This design comes from an exercise in tuning for small area and a short achievable clock period on the open sky130 flow, not from production work.
No run shown here included a check of the RTL's function; only the layout flow was run.
Power figures rest on the tool's default switching activity, not on a simulated workload.

**config.mk**
```make
export PLATFORM = sky130hd
export DESIGN_NAME = fp64_add
export DESIGN_NICKNAME = fp64_add
export VERILOG_FILES = /design/flow/design.v
export SDC_FILE = /design/flow/constraint.sdc
export NUM_CORES = 4
export LEC_CHECK = 0
export CAP_MARGIN = 20
export CORE_MARGIN = 2
export CORE_UTILIZATION = 25
export SLEW_MARGIN = 20
```
**constraint.sdc**
```tcl
create_clock -name core_clock -period 30.0 [get_ports {clk}]
set_input_delay 6.0000 -clock core_clock [delete_from_list [all_inputs] [get_ports {clk}]]
set_output_delay 6.0000 -clock core_clock [all_outputs]
set_load 0.01 [all_outputs]
```
**design.v**
```verilog
module lzc54(input [53:0] x, output [5:0] n);
    wire [63:0] v = {x, 10'h3ff};    
    wire [31:0] z1;        
    wire [31:0] c1;        
    genvar i;
    generate
        for (i = 0; i < 32; i = i + 1) begin : l1
            assign z1[i] = ~(v[2*i+1] | v[2*i]);
            assign c1[i] = ~v[2*i+1];
        end
    endgenerate
    wire [15:0] z2; wire [31:0] c2;
    generate
        for (i = 0; i < 16; i = i + 1) begin : l2
            assign z2[i] = z1[2*i+1] & z1[2*i];
            assign c2[2*i+1:2*i] = z1[2*i+1] ? {1'b1, c1[2*i]} : {1'b0, c1[2*i+1]};
        end
    endgenerate
    wire [7:0] z3; wire [23:0] c3;
    generate
        for (i = 0; i < 8; i = i + 1) begin : l3
            assign z3[i] = z2[2*i+1] & z2[2*i];
            assign c3[3*i+2:3*i] = z2[2*i+1] ? {1'b1, c2[4*i+1:4*i]} : {1'b0, c2[4*i+3:4*i+2]};
        end
    endgenerate
    wire [3:0] z4; wire [15:0] c4;
    generate
        for (i = 0; i < 4; i = i + 1) begin : l4
            assign z4[i] = z3[2*i+1] & z3[2*i];
            assign c4[4*i+3:4*i] = z3[2*i+1] ? {1'b1, c3[6*i+2:6*i]} : {1'b0, c3[6*i+5:6*i+3]};
        end
    endgenerate
    wire [1:0] z5; wire [9:0] c5;
    generate
        for (i = 0; i < 2; i = i + 1) begin : l5
            assign z5[i] = z4[2*i+1] & z4[2*i];
            assign c5[5*i+4:5*i] = z4[2*i+1] ? {1'b1, c4[8*i+3:8*i]} : {1'b0, c4[8*i+7:8*i+4]};
        end
    endgenerate
    assign n = z5[1] ? {1'b1, c5[4:0]} : {1'b0, c5[9:5]};
endmodule
module sigadd(input [52:0] t1, input [52:0] t3, input sub, output [53:0] sum);
    assign sum = {1'b0, t1} + ({1'b0, t3} ^ {54{sub}}) + {53'd0, sub};
endmodule
module dfa_pre(
    input  [63:0] a, input [63:0] b,
    output        s1,         
    output [10:0] e1,         
    output [51:0] m1,         
    output [52:0] t2,         
    output [5:0]  dsh,        
    output        sub,        
    output        inf,        
    output        lzero,      
    output        zsign       
);
    wire [62:0] ma = a[62:0], mb = b[62:0];
    wire swap = mb > ma;
    wire [10:0] ea = a[62:52], eb = b[62:52];
    wire [10:0] dab = ea - eb, dba = eb - ea;
    wire [10:0] d = swap ? dba : dab;
    assign s1  = swap ? b[63] : a[63];
    assign e1  = swap ? eb : ea;
    assign m1  = swap ? b[51:0] : a[51:0];
    assign t2  = swap ? {|ea, a[51:0]} : {|eb, b[51:0]};
    assign dsh = (|d[10:6]) ? 6'd63 : d[5:0];
    assign sub = a[63] ^ b[63];
    assign inf = (&ea) | (&eb);
    wire az = ~|ma, bz = ~|mb;
    assign lzero = az | bz;
    assign zsign = az & bz & b[63];
endmodule
module dfa_post(
    input         s1, input [10:0] e1, input [51:0] m1, input [52:0] t2,
    input  [5:0]  dsh, input sub, input inf, input lzero, input zsign,
    output [63:0] r
);
    wire [52:0] t1 = {|e1, m1};
    wire [52:0] t3 = t2 >> dsh;
    wire [53:0] sum;
    sigadd u_add(.t1(t1), .t3(t3), .sub(sub), .sum(sum));
    wire [5:0]  lz;
    lzc54 u_lzc(.x(sum), .n(lz));
    wire        zres = sum == 54'd0;
    wire [5:0]  sh = lzero ? 6'd1 : lz;
    wire [53:0] nrm = sum << sh;
    wire [10:0] e = e1 + 11'd1 - {5'd0, sh};
    assign r[63]    = ~inf & (zres ? zsign : s1);
    assign r[62:52] = inf ? 11'h7ff : (zres ? 11'd0 : e);
    assign r[51:0]  = {52{inf}} | nrm[52:1];
endmodule
module fp64_add(input clk, input [63:0] a, input [63:0] b, output reg [63:0] s);
    wire        s1_d, sub_d, inf_d, lzero_d, zsign_d;
    wire [10:0] e1_d;
    wire [51:0] m1_d;
    wire [52:0] t2_d;
    wire [5:0]  dsh_d;
    reg         s1_q, sub_q, inf_q, lzero_q, zsign_q;
    reg  [10:0] e1_q;
    reg  [51:0] m1_q;
    reg  [52:0] t2_q;
    reg  [5:0]  dsh_q;
    wire [63:0] r;
    dfa_pre  u_pre(.a(a), .b(b), .s1(s1_d), .e1(e1_d), .m1(m1_d), .t2(t2_d), .dsh(dsh_d),
                   .sub(sub_d), .inf(inf_d), .lzero(lzero_d), .zsign(zsign_d));
    dfa_post u_post(.s1(s1_q), .e1(e1_q), .m1(m1_q), .t2(t2_q), .dsh(dsh_q), .sub(sub_q),
                    .inf(inf_q), .lzero(lzero_q), .zsign(zsign_q), .r(r));
    always @(posedge clk) begin
        s1_q    <= s1_d;
        e1_q    <= e1_d;
        m1_q    <= m1_d;
        t2_q    <= t2_d;
        dsh_q   <= dsh_d;
        sub_q   <= sub_d;
        inf_q   <= inf_d;
        lzero_q <= lzero_d;
        zsign_q <= zsign_d;
        s       <= r;
    end
endmodule
```
**run.sh**
```bash
#!/bin/bash
# synth_recipe.tcl (not shown) runs the flow's synth.tcl, then flattens the netlist and writes it again
# the make line also repeats each setting of config.mk as NAME=value (left out here)
make -C /OpenROAD-flow-scripts/flow DESIGN_CONFIG=/design/flow/config.mk WORK_HOME=/design/flow/orfs CLKGATE_MAP_FILE= SYNTH_SCRIPT=/design/flow/synth_recipe.tcl finish
```
==> reports/qor.csv, run 1 <==
metric,value,unit
final setup violation count,0,
post-cts sizing count,0,
min Tclk post-route,11.08,ns
Setup TNS Final,0,ns
share of flip-flops with an asynchronous set or reset,0,%
CP Max Fanout,101,
Root Buffer,clkbuf_16,
Post-CTS Setup Bufs,0,
"Worst Setup Slack, final",18.92,ns
First-pass DRT Iterations,6,
synthesized area per cell,7.66,um2
transition time at the pin with the least slew margin,1.18,ns
PnR Total Power,0.00170,W
Final Non-Filler Cells,3856,
CP peak stage delay,0.85,ns
Max Cap Violations,0,
Iteration-0 DRC Markers,1962,
residual DRC count,0,
"Seq/Total Area, Yosys",18.5,%
Initial Utilization,25.2,%
Yosys warnings,1,
Buffers on Ports,192,
FP Rows,105,
GP Congestion,0.962,
critical path cell sequence,clkdlybuf4s50_1 > inv_1 > ha_1 > nor2b_1 > o21a_1 > o21a_1 > o21a_1 > o21a_1 > o21a_1 > o21a_1 > o21a_1 > o21a_1 > o21ai_0 > a21oi_1 > o21ai_4 > buf_4 > buf_4 > mux2_2,
Placed Instances,3824,
most frequent cells in the layout,"nand2_1, a21oi_1, o21ai_0",
io pins,193,
area of the core,82000,um2
total CTS buffers,17,
crit share post-route,36.9,%
pwr/cell area,70.8,nW/um2
dpl ws,18.46,ns
layout cells sized above 1,8.47,%
Synth top area share,18.5,%
Clock Path Buffers,2,
worst vdd ir,0.0396,mV
antenna-violating nets left,0,
CP dominant cell by count,o21a_1,
first-pass GRT wire length,125000,um
Main synth FF type,dfxtp_1,
via/cell ratio,5.51,
initial antenna violation count,0,
Synth area leader,dfxtp_1,
crit path capture type,register,
hold_ws,0.505,ns
H-tree depth,4,
nets,3055,
Die ar.,84900,um2
largest net degree at the start of global routing,102,
Slew headroom,20.6,%
status,"complete, no violations",
DR vias,21300,
LEAKAGE,9.86,nW
CP startpoint kind,input pin,
Yosys cell types,106,
clock latency (worst-skew pair),0.50,ns
Routed WL per cell,21.2,um
"Data required, critical path",30.37,ns
CTS tree,built,
Post-Syn Instances,2696,
clock sinks,191,
total grt overflow,0,
post-synthesis instance area,20600,um2
number of diodes,0,
"EDFF count, synth",0,
RSZ-0062 raised after global routing,false,
"FF+latch count, synth",191,
final-report max-slew violation count,0,
Setup CP Type,input pin to register,
Arrival @ worst endpoint,11.45,ns
Area Growth Syn to Fin,16.2,%
hold crit path type,register to register,
Clock Skew,0.0207,ns
"top cells by area, synth","dfxtp_1, ha_1, mux2i_1",
DRT Wirelength,81700,um
slowest CP cell,buf_4,
"Hold-fix buffers, CTS",0,
fmax,90.2,MHz
chip width,291,um
vias in the first global route,20300,
DP Wirelength,66800,um
"Reg clk slew, reported paths",0.08,ns
Global Route Usage Sum,18.8,%
Die Ht,291,um
final hold violation count,0,
syn nets,2978,
"commonest non-fill, non-tap cell in the layout",nand2_1,
-- final cells by class --
class	count	area, um2
Multi-Input combinational cell	2206	15600
Tap cell	1070	1340
Timing Repair Buffer	222	2150
Fill cell	9017	58000
Sequential cell	191	3820
Clock inverter	14	146
Clock buffer	18	429
Inverter	135	509
-- state kept, by name, summed over array words and instances (netlist names) --
name / count
dsh_q: 6
e1_q: 11
inf_q: 1
lzero_q: 1
m1_q: 52
s: 64
s1_q: 1
sub_q: 1
t2_q: 53
zsign_q: 1
-- power breakdown --
part	switching, W	internal, W	leakage [nW]	total, W
Clock	0.000116	0.000111	0.276	0.000227
Sequential	0.0000338	0.000322	1.61	0.000356
Combinational	0.000665	0.000451	7.97	0.00112
-- metal layers --
layer	up-vias	track usage [%]	routed length [um]
li1	10200	-	-
met4	0	5.92	2190
met3	123	2.50	4760
met1	10100	24.6	36200
met5	-	0	0
met2	819	31.8	38600
-- synthesized netlist by cell type (10+ instances only) --
cell type,count
and2_1,18
o21ai_0,210
o21bai_1,13
and3_1,13
a31oi_1,22
o211ai_1,26
a22oi_1,18
a221oi_1,12
xor2_1,28
mux2i_1,130
o22ai_1,29
a211oi_1,52
nor4_1,46
mux4_2,25
dfxtp_1,191
or4_1,10
nor2b_1,20
mux2_2,104
nand4_1,58
inv_1,129
nand3_1,43
nor2_1,193
buf_1,23
clkbuf_1,108
nor3_1,62
a211o_1,22
a21oi_1,209
a21o_1,74
ha_1,149
o21a_1,27
nand2b_1,24
or3_1,17
nand2_1,264
a221o_1,16
or2_2,13
xnor2_1,84
buf_2,18
-- cell families after synthesis --
group                    share of synthesized area (%)
buffers and inverters                             6.00
XOR/XNOR                                          4.75
multiplexers                                      14.9
adder cells (fa/ha/maj)                           9.42
flip-flops                                        18.5
AND/OR/NAND/NOR                                   19.2
AO/OA/AOI/OAI                                     27.3
-- critical path: cells and delay by family --
| family | cells | cell delay (ns) |
|---|---|---|
| multiplexers | 1 | 0.43 |
| AO/OA/AOI/OAI | 11 | 2.24 |
| AND/OR/NAND/NOR | 1 | 0.14 |
| buffers and inverters | 4 | 2.21 |
| adder cells (fa/ha/maj) | 1 | 0.32 |
-- worst paths after layout --
check	startpoint	endpoint	slack (ns)	cells after the start
hold / removal	s1_q$_DFF_P_	s[63]$_DFF_P_	0.50	2
hold reg to reg	s1_q$_DFF_P_	s[63]$_DFF_P_	0.50	2
setup / recovery	a[1]	m1_q[10]$_DFF_P_	18.92	18
setup reg to reg	dsh_q[1]$_SDFF_PP1_	s[62]$_SDFF_PP1_	19.39	35
-- stage by stage --
stage / utilization, % / area [um2]
after CTS: 29.3 / 24000
after global placement: 28.6 / 23400
after detailed placement: 28.6 / 23400
after floorplan: - / 20600
after global routing: 29.3 / 24000
final: 29.3 / 24000
==> run 2, diff against run 1 <==
==> flow/run.sh (new file) <==
#!/bin/bash
# Layout flow: the standard flow with an area-oriented ABC mapping script
# (flow/abc.script replaces ORFS's abc_speed.script; registers unchanged).
set -euo pipefail
cp -r "$FLOW_HOME/scripts" scripts_mod
cp flow/abc.script scripts_mod/abc_speed.script
bash standard.sh SCRIPTS_DIR="$PWD/scripts_mod" finish > standard.log 2>&1
==> flow/abc.script (new file) <==
strash
dch
map -a
topo
stime -c
==> standard.sh (new file) <==
#!/bin/bash
# synth_recipe.tcl (not shown) runs the flow's synth.tcl, then flattens the netlist and writes it again
# the make line also repeats each setting of config.mk as NAME=value (left out here)
make -C /OpenROAD-flow-scripts/flow DESIGN_CONFIG=/design/flow/config.mk WORK_HOME=/design/flow/orfs CLKGATE_MAP_FILE= SYNTH_SCRIPT=/design/flow/synth_recipe.tcl "${@:-finish}"
removed: run.sh
==> reports/qor.csv, run 2 <==
metric,value,unit
clock latency (worst-skew pair),0.49,ns
Synth top area share,21.5,%
Global Route Usage Sum,17.7,%
CTS tree,built,
nets,3398,
syn nets,3159,
"Hold-fix buffers, CTS",0,
Slew headroom,30.3,%
hold crit path type,register to register,
final hold violation count,0,
H-tree depth,4,
worst vdd ir,0.0565,mV
total CTS buffers,17,
crit-path leading delay family,compound AO/OA/AOI/OAI gates,
Post-Syn Instances,2877,
Max Cap Violations,0,
post-synthesis instance area,17800,um2
largest net degree at the start of global routing,110,
sequential share of power,21.5,%
layout cells sized above 1,2.88,%
sw frac,49.4,%
crit path capture type,register,
Area Growth Syn to Fin,22.3,%
initial antenna violation count,0,
RR Startpoint,dsh_q[0]$_SDFF_PP1_,
combinational share of power,64.2,%
Die Ht,271,um
Synth area leader,dfxtp_1,
Initial Utilization,25.3,%
clock sinks,191,
Hold Crit Depth,2,
buffers plus inverters on the worst setup path,7,
Buffers on Ports,192,
first-pass GRT wire length,101000,um
Root Buffer,clkbuf_16,
First-pass DRT Iterations,5,
biggest regs,"s x64, t2_q x53, m1_q x52",
Power Internal,0.000837,W
share of flip-flops with an asynchronous set or reset,0,%
status,"complete, no violations",
DR vias,19400,
top-count cell post-synth,nand2_1,
vias in the first global route,17800,
Net Sw Power,0.000818,W
residual DRC count,0,
Placed Instances,4037,
GP Congestion,0.949,
Arrival @ worst endpoint,11.88,ns
io pins,193,
area of the core,70100,um2
Die ar.,73200,um2
"commonest non-fill, non-tap cell in the layout",nand2_1,
Clock Path Buffers,2,
Final Non-Filler Cells,4069,
number of diodes,0,
Post-synth top cells,"nand2_1, o21ai_0, nor2_1",
LEAKAGE,8.67,nW
min Tclk post-route,11.53,ns
"FF+latch count, synth",191,
PnR Total Power,0.00165,W
Yosys cell types,41,
Yosys warnings,1,
"EDFF count, synth",0,
Iteration-0 DRC Markers,1375,
Worst Reg-to-Reg Cells,53,
Main synth FF type,dfxtp_1,
crit share post-route,38.4,%
CP peak stage delay,0.89,ns
most frequent cells in the layout,"nand2_1, o21ai_0, nor2_1",
via/cell ratio,4.77,
fin area,21700,um2
post-cts sizing count,0,
Fill cells,7994,
power share of the clock group,14.3,%
Post-DP Area,21100,um2
Worst Setup SP,dsh_q[0]$_SDFF_PP1_,
slowest CP cell,clkinv_1,
CP Depth,53,
FP Rows,97,
DRT Wirelength,66200,um
Setup CP Type,register to register,
"Data required, critical path",30.35,ns
transition time at the pin with the least slew margin,1.04,ns
total grt overflow,0,
final-report max-slew violation count,0,
Post-CTS Setup Bufs,0,
final setup violation count,0,
CP Max Fanout,98,
"Seq/Total Area, Yosys",21.5,%
hold_sp,zsign_q$_DFF_P_,
pwr/cell area,76.2,nW/um2
Routed WL per cell,16.3,um
RSZ-0062 raised after global routing,false,
"top cells by area, synth","dfxtp_1, nand2_1, o21ai_0",
Clock Skew,0.0157,ns
DP Wirelength,55900,um
synthesized area per cell,6.17,um2
CP startpoint kind,register,
fmax,86.8,MHz
chip width,271,um
Setup TNS Final,0,ns
max reg flops,64,
antenna-violating nets left,0,
"Reg clk slew, reported paths",0.07,ns
Biggest register,s,
==> run 2: cell count changes in the layout (fill, tap and decap cells not counted), sizes merged, moves of 134 or more <==
| cell | change |
|---|---|
| nand2 | +440 |
| clkinv | +346 |
| inv | -134 |
| nor2 | +160 |
| o21ai | +188 |
==> run 2: through the flow <==
step / worst slack (ns) / util [%] / hold slack, ns
2_1_floorplan: 13.11 / - / 0.416
6_report: 18.47 / 31.0 / 0.520
3_3_place_gp: 17.12 / 30.1 / 0.494
5_1_grt: 17.04 / 31.0 / 0.580
3_5_place_dp: 17.98 / 30.1 / 0.522
4_1_cts: 18.50 / 31.0 / 0.541
==> run 2: cells by family after synthesis <==
group / count (synthesis) / share of synthesized area (%)
AO/OA/AOI/OAI: 815 / 25.1
XOR/XNOR: 121 / 5.97
buffers and inverters: 350 / 7.40
multiplexers: 23 / 1.30
flip-flops: 191 / 21.5
AND/OR/NAND/NOR: 1224 / 27.7
adder cells (fa/ha/maj): 153 / 10.9
==> run 2: path summary, 6_finish.rpt <==
| kind | to | slack, ns |
|---|---|---|
| max | s[62]$_SDFF_PP1_ | 18.47 |
| min | s[63]$_DFF_P_ | 0.52 |
| max reg2reg | s[62]$_SDFF_PP1_ | 18.47 |
| min reg2reg | s[63]$_DFF_P_ | 0.52 |
==> run 2: layer usage <==
layer / routed length [um] / vias to the layer above / track usage (%) / part of all wire (%)
met4: 1550 / 0 / 5.42 / 2.3
li1: - / 10300 / - / -
met1: 31400 / 8713 / 23.4 / 47
met2: 30900 / 408 / 30.1 / 47
met3: 2370 / 50 / 1.97 / 3.6
met5: 0 / - / 0 / 0
==> run 2: tightest hold or removal path, cell delays in order (launching register included) <==
cell,delay (ns)
dfxtp_1,0.30
nor2_1,0.10
nor2_1,0.06
==> run 2: layout make-up <==
type	instances	area, um2	area share (%)
sequential	191	3820	17.6
inverter	350	1310	6.05
clock buffer	18	439	2.02
timing repair buffer	220	2130	9.81
tap	940	1180	5.41
multi-input combinational	2336	12700	58.3
clock inverter	14	173	0.795
==> run 2: power groups by stage <==
stage | registers [W] | clock network (W) | logic, W
floorplan | 0.000380 | 0 | 0.000681
global placement | 0.000362 | 0 | 0.00106
detailed placement | 0.000362 | 0 | 0.00106
CTS | 0.000357 | 0.000246 | 0.00106
global route | 0.000363 | 0.000253 | 0.00120
finish | 0.000356 | 0.000236 | 0.00106
==> run 3, diff against run 2 <==
==> flow/abc.script (replaced) <==
strash
dch -f
amap
topo
stime -c
==> reports/qor.csv, run 3 <==
metric,value,unit
status,"complete, no violations",
RSZ-0062 raised after global routing,false,
Post-CTS Setup Bufs,0,
Post-synth top cells,"nor2_1, a21oi_1, o22a_1",
via/cell ratio,5.50,
Iteration-0 DRC Markers,1818,
hold crit path type,register to register,
share of flip-flops with an asynchronous set or reset,0,%
nets,2899,
total CTS buffers,17,
"Hold-fix buffers, CTS",0,
First-pass DRT Iterations,8,
chip width,263,um
DRT Wirelength,68700,um
CTS tree,built,
FP Rows,94,
Synth area leader,dfxtp_1,
io pins,193,
clock sinks,191,
Global Route Usage Sum,19.4,%
slowest CP cell,clkinv_2,
crit-path leading delay family,compound AO/OA/AOI/OAI gates,
Clock Skew,0.0120,ns
layout cells sized above 1,2.55,%
Main synth FF type,dfxtp_1,
utilization after layout,31.2,%
Clock Path Buffers,2,
synthesized area per cell,7.05,um2
CP startpoint kind,register,
Setup CP Type,register to register,
Die ar.,69200,um2
clock latency (worst-skew pair),0.47,ns
Yosys cell types,49,
number of diodes,0,
DR vias,19200,
Slew headroom,27.4,%
first-pass GRT wire length,106000,um
Routed WL per cell,19.7,um
"top cells by area, synth","dfxtp_1, ha_1, a21oi_1",
Post-DP Area,20000,um2
min Tclk post-route,12.43,ns
buffers plus inverters on the worst setup path,9,
crit path capture type,register,
"EDFF count, synth",0,
residual DRC count,0,
syn nets,2661,
Root Buffer,clkbuf_16,
biggest regs,"s x64, t2_q x53, m1_q x52",
CP Max Fanout,54,
transition time at the pin with the least slew margin,1.06,ns
top-count cell post-synth,nor2_1,
initial antenna violation count,1,
antenna-violating nets left,0,
Max Cap Violations,0,
Die Ht,263,um
fin area,20600,um2
post-synthesis instance area,16800,um2
Post-Syn Instances,2379,
vias in the first global route,18000,
"commonest non-fill, non-tap cell in the layout",nor2_1,
CP peak stage delay,0.65,ns
Arrival @ worst endpoint,12.78,ns
Buffers on Ports,192,
Synth top area share,22.8,%
largest net degree at the start of global routing,105,
Area Growth Syn to Fin,23.1,%
"Data required, critical path",30.34,ns
most frequent cells in the layout,"nor2_1, a21oi_1, o22a_1, clkdlybuf4s50_1, nand2_1",
crit share post-route,41.4,%
"Seq/Total Area, Yosys",22.8,%
area of the core,66100,um2
GP Congestion,0.973,
final setup violation count,0,
pwr/cell area,70.8,nW/um2
DP Wirelength,56400,um
Biggest register,s,
post-cts sizing count,0,
final-report max-slew violation count,0,
Setup TNS Final,0,ns
final hold violation count,0,
Yosys warnings,1,
"Reg clk slew, reported paths",0.07,ns
max reg flops,64,
LEAKAGE,7.29,nW
worst vdd ir,0.0451,mV
fmax,80.4,MHz
total grt overflow,0,
PnR Total Power,0.00146,W
H-tree depth,4,
"FF+latch count, synth",191,
Initial Utilization,25.4,%
[run 3: cell count changes after synthesis, moves of 64 or more]
cell,before,now
nor2_1,354,418
a21oi_1,247,352
o22ai_1,4,144
o21ai_0,409,157
o22a_1,0,192
nand2_1,705,191
xor2_1,102,2
clkinv_1,350,154
[run 3: logic make-up (layout without fill, tap and decap cells)]
logic type                 count (synthesis)  after routing  share of synthesized area (%)
AOI/OAI and AO/OA                       1050           1050                           40.4
and+or+nand+nor                          829            829                           21.7
DFF                                      191            191                           22.8
buffers and inverters                    154            402                           3.45
adders and majority gates                153            153                           11.6
xor gates and xnor gates                   2              2                          0.104
[run 3: per-layer routing]
layer / wire length [um] / GRT usage (%)
met1: 29700 / 24.3
met3: 4740 / 4.77
met5: 0 / 0
met4: 2220 / 6.89
met2: 32000 / 32.3
[run 3: area by class of cell]
class	instances	area (um2)
tap	864	1080
clock buffer	18	429
timing repair buffer	219	2120
sequential	191	3820
clock inverter	11	161
fill	7240	45500
inverter	154	581
multi-input combinational	2034	12400
[run 3: path summary, 6_finish.rpt]
check | from | to | slack (ns) | cells after the start
worst max-delay path | dsh_q[1]$_SDFF_PP1_ | s[49]$_DFF_P_ | 17.57 | 45
worst min-delay path | zsign_q$_DFF_P_ | s[63]$_DFF_P_ | 0.49 | 2
worst max register to register | dsh_q[1]$_SDFF_PP1_ | s[49]$_DFF_P_ | 17.57 | 45
worst min register to register | zsign_q$_DFF_P_ | s[63]$_DFF_P_ | 0.49 | 2
[run 3: tightest hold or removal path: stages, from the launching register on]
cell and delay [ns]:
dfxtp_1 0.32, a22oi_1 0.06, nor2_1 0.08
[run 3: report_power, final]
group	switching (W)	internal, W	leakage (nW)
Clock	0.000103	0.000131	0.292
Combinational	0.000512	0.000363	5.39
Sequential	0.0000318	0.000322	1.61
[run 3: stage by stage]
| stage | hold slack (ns) | worst slack [ns] | std cells |
|---|---|---|---|
| after floorplan | 0.438 | 7.88 | 2379 |
| after global placement | 0.467 | 17.29 | 3462 |
| after detailed placement | 0.465 | 17.90 | 3462 |
| after CTS | 0.494 | 17.84 | 3491 |
| after global routing | 0.524 | 16.12 | 3491 |
| final | 0.491 | 17.57 | 3491 |
==> run 4, diff against run 3 <==
--- a/design.v
+++ b/design.v
@@ -44,2 +44,35 @@
 endmodule
+module magcmp63(input [62:0] a, input [62:0] b, output gt);
+    wire [63:0] g0 = {1'b0, b & ~a};
+    wire [63:0] e0 = {1'b1, ~(a ^ b)};
+    wire [31:0] g1, e1;
+    wire [15:0] g2, e2;
+    wire [7:0]  g3, e3;
+    wire [3:0]  g4, e4;
+    wire [1:0]  g5, e5;
+    genvar i;
+    generate
+        for (i = 0; i < 32; i = i + 1) begin : l1
+            assign g1[i] = g0[2*i+1] | (e0[2*i+1] & g0[2*i]);
+            assign e1[i] = e0[2*i+1] & e0[2*i];
+        end
+        for (i = 0; i < 16; i = i + 1) begin : l2
+            assign g2[i] = g1[2*i+1] | (e1[2*i+1] & g1[2*i]);
+            assign e2[i] = e1[2*i+1] & e1[2*i];
+        end
+        for (i = 0; i < 8; i = i + 1) begin : l3
+            assign g3[i] = g2[2*i+1] | (e2[2*i+1] & g2[2*i]);
+            assign e3[i] = e2[2*i+1] & e2[2*i];
+        end
+        for (i = 0; i < 4; i = i + 1) begin : l4
+            assign g4[i] = g3[2*i+1] | (e3[2*i+1] & g3[2*i]);
+            assign e4[i] = e3[2*i+1] & e3[2*i];
+        end
+        for (i = 0; i < 2; i = i + 1) begin : l5
+            assign g5[i] = g4[2*i+1] | (e4[2*i+1] & g4[2*i]);
+            assign e5[i] = e4[2*i+1] & e4[2*i];
+        end
+    endgenerate
+    assign gt = g5[1] | (e5[1] & g5[0]);
+endmodule
 module dfa_pre(
@@ -57,3 +90,4 @@
     wire [62:0] ma = a[62:0], mb = b[62:0];
-    wire swap = mb > ma;
+    wire swap;
+    magcmp63 u_cmp(.a(ma), .b(mb), .gt(swap));
     wire [10:0] ea = a[62:52], eb = b[62:52];
@@ -81,8 +115,10 @@
     sigadd u_add(.t1(t1), .t3(t3), .sub(sub), .sum(sum));
-    wire [5:0]  lz;
-    lzc54 u_lzc(.x(sum), .n(lz));
+    wire [5:0]  sh;
+    lzc54 u_lzc(.x({sum[53], sum[52] | lzero, sum[51:0]}), .n(sh));
     wire        zres = sum == 54'd0;
-    wire [5:0]  sh = lzero ? 6'd1 : lz;
     wire [53:0] nrm = sum << sh;
-    wire [10:0] e = e1 + 11'd1 - {5'd0, sh};
+    wire [10:0] e1p = e1 + 11'd1;
+    wire [4:0]  eh1 = e1p[10:6] - 5'd1;
+    wire [6:0]  el  = {1'b0, e1p[5:0]} - {1'b0, sh};
+    wire [10:0] e   = {el[6] ? eh1 : e1p[10:6], el[5:0]};
     assign r[63]    = ~inf & (zres ? zsign : s1);
==> flow/run.sh (replaced) <==
#!/bin/bash
# Layout flow: the standard flow with an area-oriented ABC mapping script
# (flow/abc.script replaces ORFS's abc_speed.script; registers unchanged),
# plain buffers on the ports and a denser floorplan.
set -euo pipefail
cp -r "$FLOW_HOME/scripts" scripts_mod
cp flow/abc.script scripts_mod/abc_speed.script
bash standard.sh SCRIPTS_DIR="$PWD/scripts_mod" \
  "BUFFER_PORTS_ARGS=-buffer_cell sky130_fd_sc_hd__buf_1" \
  CORE_UTILIZATION=50 finish > standard.log 2>&1
==> flow/abc.script (replaced) <==
strash
dch
map -a
topo
stime -c
==> reports/qor.csv, run 4 <==
metric,value,unit
CTS tree,built,
Setup TNS Final,0,ns
Synth area leader,dfxtp_1,
Yosys warnings,1,
dpl ws,18.27,ns
top-count cell post-synth,nand2_1,
"commonest non-fill, non-tap cell in the layout",nand2_1,
PnR Total Power,0.00154,W
fmax,82.7,MHz
Biggest register,s,
first-pass GRT wire length,96900,um
DRT Wirelength,61700,um
share of flip-flops with an asynchronous set or reset,0,%
"Worst Setup Slack, final",17.90,ns
Die ar.,36800,um2
synthesized area per cell,6.17,um2
Net Sw Power,0.000796,W
"EDFF count, synth",0,
Buffers on Ports,192,
most frequent cells in the layout,"nand2_1, o21ai_0, clkinv_1",
First-pass DRT Iterations,6,
Main synth FF type,dfxtp_1,
Clock Skew,0.00977,ns
"Seq/Total Area, Yosys",21.7,%
slowest CP cell,and3_2,
status,"complete, no violations",
Fill cells,3588,
clock latency (worst-skew pair),0.46,ns
Max Cap Violations,0,
Arrival @ worst endpoint,12.40,ns
vias in the first global route,18400,
Post-synth top cells,"nand2_1, o21ai_0, clkinv_1",
min Tclk post-route,12.10,ns
residual DRC count,0,
buffers plus inverters on the worst setup path,12,
"top cells by area, synth","dfxtp_1, nand2_1, o21ai_0",
area of the core,34600,um2
Root Buffer,clkbuf_16,
DP Wirelength,50500,um
Clock Path Buffers,2,
sequential share of power,22.8,%
combinational share of power,62.3,%
Initial Utilization,50.9,%
antenna-violating nets left,0,
syn nets,3129,
Final Non-Filler Cells,3568,
io pins,193,
largest net degree at the start of global routing,125,
Setup CP Type,register to register,
"FF+latch count, synth",191,
"Reg clk slew, reported paths",0.07,ns
H-tree depth,4,
pwr/cell area,78.0,nW/um2
final hold violation count,0,
Post-Syn Instances,2860,
Global Route Usage Sum,33.7,%
CP startpoint kind,register,
hold crit path type,register to register,
LEAKAGE,8.11,nW
Post-CTS Setup Bufs,0,
total CTS buffers,17,
clock sinks,191,
Placed Instances,3534,
Area Growth Syn to Fin,12.1,%
biggest regs,"s x64, t2_q x53, m1_q x52",
Power Internal,0.000747,W
FP Rows,68,
Synth top area share,21.7,%
max reg flops,64,
final setup violation count,0,
"Data required, critical path",30.30,ns
Iteration-0 DRC Markers,1866,
hold_ws,0.515,ns
Routed WL per cell,17.3,um
worst vdd ir,0.0573,mV
"Hold-fix buffers, CTS",0,
via/cell ratio,5.64,
nets,3368,
final-report max-slew violation count,0,
total grt overflow,0,
crit share post-route,40.3,%
layout cells sized above 1,2.80,%
power share of the clock group,14.9,%
Slew headroom,29.9,%
GP Congestion,0.984,
CP peak stage delay,0.74,ns
crit-path leading delay family,simple AND/OR/NAND/NOR gates,
post-synthesis instance area,17600,um2
sw frac,51.6,%
Yosys cell types,40,
DR vias,20100,
initial antenna violation count,1,
CP Max Fanout,52,
RSZ-0062 raised after global routing,false,
post-cts sizing count,0,
Die Ht,192,um
chip width,192,um
transition time at the pin with the least slew margin,1.05,ns
crit path capture type,register,
[run 4: cell count changes after synthesis, sizes merged, moves of 115 or more]
cell | before | now
o21ai | 157 | 419
o22a | 192 | 0
clkinv | 154 | 357
o22ai | 144 | 6
xor2 | 2 | 117
nand2 | 191 | 701
[run 4: area by class of cell]
type,instances,area [um2],share of cell area [%]
sequential,191,3820,19.3
antenna,1,2.50,0.0127
multi-input combinational,2312,12500,63.2
timing repair buffer,220,951,4.81
clock buffer,18,439,2.22
clock inverter,14,151,0.766
tap,455,569,2.88
inverter,357,1340,6.78
[run 4: logic make-up after synthesis]
group / Yosys count / synth area share, %
flip-flops: 191 / 21.7
adder cells (fa/ha/maj): 140 / 10.1
AO/OA/AOI/OAI: 818 / 25.5
AND/OR/NAND/NOR: 1200 / 27.4
multiplexers: 22 / 1.25
buffers and inverters: 357 / 7.60
XOR/XNOR: 132 / 6.56
[run 4: tightest hold or removal path, delay by kind of cell, from the launching register on]
family           cells  cell delay, ns
DFF                  1            0.31
and+or+nand+nor      2            0.17
[run 4: layer usage]
metal / vias to the layer above / global-route usage (%) / part of all wire [%]
met5: - / 0 / 0
met1: 9183 / 46.3 / 46
met4: 0 / 9.97 / 2.6
li1: 10200 / - / -
met3: 82 / 6.49 / 7.8
met2: 663 / 53.1 / 43
[run 4: final timing paths]
path                       start               end  slack, ns  depth (start not counted)
max reg2reg  dsh_q[1]$_SDFF_PP1_  s[62]$_SDFF_PP1_      17.90                         55
min                 s1_q$_DFF_P_     s[63]$_DFF_P_       0.52                          2
min reg2reg         s1_q$_DFF_P_     s[63]$_DFF_P_       0.52                          2
max          dsh_q[1]$_SDFF_PP1_  s[62]$_SDFF_PP1_      17.90                         55
[run 4: through the flow]
step                utilization (%)  cell area, um2
floorplan                         -           17600
detailed placement             55.3           19100
global placement               55.3           19100
CTS                            57.0           19700
global route                   57.1           19800
finish                         57.1           19800
[run 4: power by group through the flow]
stage	registers, W	clock network, W	logic (W)
4_1_cts	0.000352	0.000235	0.000940
5_1_grt	0.000357	0.000243	0.00109
6_report	0.000351	0.000231	0.000961
3_5_place_dp	0.000357	0	0.000933
3_3_place_gp	0.000356	0	0.000924
2_1_floorplan	0.000377	0	0.000644
==> run 5, diff against run 4 <==
--- a/flow/run.sh
+++ b/flow/run.sh
@@ -9,2 +9,2 @@
   "BUFFER_PORTS_ARGS=-buffer_cell sky130_fd_sc_hd__buf_1" \
-  CORE_UTILIZATION=50 finish > standard.log 2>&1
+  CORE_UTILIZATION=50 SETUP_SLACK_MARGIN=21 finish > standard.log 2>&1
==> reports/qor.csv, run 5 <==
metric,value,unit
Setup TNS Final,0,ns
Worst Reg-to-Reg Cells,50,
transition time at the pin with the least slew margin,0.818,ns
"Reg clk slew, reported paths",0.08,ns
largest net degree at the start of global routing,137,
Post-Syn Instances,2860,
"Seq/Total Area, Yosys",21.7,%
"commonest non-fill, non-tap cell in the layout",nand2_1,
Fill cells,3449,
status,"complete, no violations",
Main synth FF type,dfxtp_1,
Setup CP Type,input pin to register,
chip width,192,um
"Data required, critical path",30.33,ns
layout cells sized above 1,7.24,%
Clock Path Buffers,2,
"FF+latch count, synth",191,
Clock Skew,0.0184,ns
worst vdd ir,0.0616,mV
clock latency (worst-skew pair),0.48,ns
LEAKAGE,8.54,nW
share of flip-flops with an asynchronous set or reset,0,%
top-count cell post-synth,nand2_1,
most frequent cells in the layout,"nand2_1, o21ai_0, clkinv_1",
first-pass GRT wire length,103000,um
fmax,111,MHz
Iteration-0 DRC Markers,2303,
antenna-violating nets left,0,
initial antenna violation count,2,
"top cells by area, synth","dfxtp_1, nand2_1, o21ai_0",
total grt overflow,0,
Slew headroom,45.0,%
DR vias,21000,
hold_sp,s1_q$_DFF_P_,
met2 Track Usage GR,57.7,%
Hold Crit Depth,2,
Arrival @ worst endpoint,9.32,ns
min Tclk post-route,8.99,ns
met1 Resource Use GR,48.8,%
met3 GRT Util,6.40,%
crit path capture type,register,
utilization after layout,60.2,%
Yosys warnings,1,
reg-to-reg endpoint,s[62]$_SDFF_PP1_,
Global Route Usage Sum,35.9,%
most used routing layer,met2,
number of diodes,0,
CP startpoint kind,input pin,
residual DRC count,0,
RSZ-0062 raised after global routing,true,
DP Wirelength,51700,um
final hold violation count,0,
syn nets,3129,
Die ar.,36800,um2
CTS tree,built,
final setup violation count,0,
hold crit path type,register to register,
Root Buffer,clkbuf_16,
clock sinks,191,
Routed WL per cell,18.8,um
max reg flops,64,
post-synthesis instance area,17600,um2
pwr/cell area,77.2,nW/um2
crit share post-route,30.0,%
Biggest register,s,
Synth top area share,21.7,%
total CTS buffers,17,
Post-synth top cells,"nand2_1, o21ai_0, clkinv_1",
via/cell ratio,5.83,
area of the core,34600,um2
vias in the first global route,19200,
synthesized area per cell,6.17,um2
Max Cap Violations,0,
First-pass DRT Iterations,6,
"EDFF count, synth",0,
Initial Utilization,50.9,%
GP Congestion,1.00,
biggest regs,"s x64, t2_q x53, m1_q x52",
flop2flop setup slack,21.30,ns
CP Max Fanout,6,
FP Rows,68,
nets,3406,
hold_ws,0.507,ns
Synth area leader,dfxtp_1,
Area Growth Syn to Fin,18.1,%
final-report max-slew violation count,0,
RR Startpoint,dsh_q[0]$_SDFF_PP1_,
io pins,193,
DRT Wirelength,67800,um
H-tree depth,4,
Yosys cell types,40,
Buffers on Ports,192,
Die Ht,192,um
worst hold endpoint,s[63]$_DFF_P_,
[run 5: cell counts after synthesis]
No cell type changed its count.
[run 5: critical path, stage by stage]
cell      delay, ns
buf_1          0.07
clkinv_1       0.33
ha_1           0.47
nand4_1        0.12
o221ai_2       0.24
a21oi_2        0.10
nor2_2         0.14
a211oi_4       0.06
o21ai_2        0.24
nand4_1        0.14
buf_6          0.16
nand2_8        0.11
buf_8          0.15
nor3_2         0.04
a21oi_1        0.20
o21ai_2        0.09
xor2_1         0.17
nor3_4         0.19
buf_6          0.15
o211ai_1       0.13
[run 5: metrics by stage]
step	total power (W)	cell area [um2]	worst slack (ns)	instances
detailed placement	0.00130	19200	18.42	3519
global route	0.00174	20800	20.71	3605
global placement	0.00129	19200	18.77	3519
floorplan	0.00101	17800	20.73	2860
finish	0.00161	20800	21.01	3605
CTS	0.00155	20300	20.95	3579
[run 5: worst max-delay path by stage]
stage,startpoint,end,slack [ns],cells past startpoint
2_1_floorplan,a[1],dsh_q[1]$_SDFF_PP1_,20.73,22
3_3_place_gp,dsh_q[2]$_SDFF_PP1_,s[62]$_SDFF_PP1_,18.77,46
3_5_place_dp,dsh_q[2]$_SDFF_PP1_,s[62]$_SDFF_PP1_,18.42,46
4_1_cts,a[1],dsh_q[1]$_SDFF_PP1_,20.95,25
5_1_grt,dsh_q[0]$_SDFF_PP1_,s[62]$_SDFF_PP1_,20.71,55
6_report,a[10],dsh_q[1]$_SDFF_PP1_,21.01,20
[run 5: logic make-up (layout without fill, tap and decap cells)]
logic type               Yosys count  after routing  share of synthesized area [%]
AO/OA/AOI/OAI                    818            818                           25.5
XOR/XNOR                         132            132                           6.56
adder cells (fa/ha/maj)          140            140                           10.1
buffers and inverters            357            641                           7.60
flip-flops                       191            191                           21.7
multiplexers                      22             22                           1.25
AND/OR/NAND/NOR                 1200           1206                           27.4
[run 5: power by group]
part           internal [W]  total, W  switching, W  leakage, nW
Combinational      0.000324   0.00102      0.000697         6.65
Clock              0.000112  0.000232      0.000121        0.286
Sequential         0.000324  0.000354     0.0000294         1.61
Total              0.000760   0.00161      0.000847         8.54
[run 5: timing repair]
| item | CTS | global route |
|---|---|---|
| pin swaps | 26 | 25 |
| hold endpoints to repair | 0 | 0 |
| gates resized for setup | 90 | 77 |
| endpoints found under the setup margin | 138 | 167 |
| hold buffers | 0 | 0 |
| gates cloned | 6 | 3 |
| setup buffers | 22 | 23 |
[run 5: per-layer routing]
metal / share of wire, % / up-vias
met5: 0 / -
met3: 9.1 / 116
li1: - / 10300
met1: 44 / 9631
met4: 2.9 / 0
met2: 44 / 997
[run 5: final cells by class]
| type | count | area, um2 | share of cell area [%] |
|---|---|---|---|
| repair inverters | 1 | 8.76 | 0.0420 |
| repair buffers | 251 | 1370 | 6.59 |
| multi-input cells | 2318 | 13000 | 62.4 |
| clock buffers | 17 | 425 | 2.04 |
| well taps | 455 | 569 | 2.73 |
| flip-flops and latches | 191 | 3840 | 18.4 |
| clock inverters | 15 | 168 | 0.805 |
| inverters | 357 | 1440 | 6.93 |

## port drivers added, routing unchanged
In the flow no input, the clock included, has a driving cell. The finished layouts below were timed again as built, in two steps. Step 1, drivers: a clkbuf_16 drives clk and a buf_2 each remaining input, both assumed. Step 2 also shifts input and output timing later by t, the mid clock arrival at the registers, as if the neighbouring blocks saw the same clock. Slacks: ideal ports / drivers / drivers and shift; pairs: ideal ports / drivers.
| run | t (ns) | setup WS [ns] | worst setup path at the end |
|---|---|---|---|
| run 1 | 0.548 | 18.918 / 18.958 / 18.410 | input to register |
| run 2 | 0.543 | 18.475 / 18.475 / 18.087 | input to register |
| run 3 | 0.522 | 17.566 / 17.566 / 17.566 | register to register |
| run 4 | 0.515 | 17.902 / 17.902 / 17.902 | register to register |
| run 5 | 0.528 | 21.013 / 21.045 / 20.517 | input to register |
After both steps setup and hold are still met in every run listed. The setup slack of run 1, which loses most, moves by +0.040 ns with the drivers and by -0.508 ns with both steps.
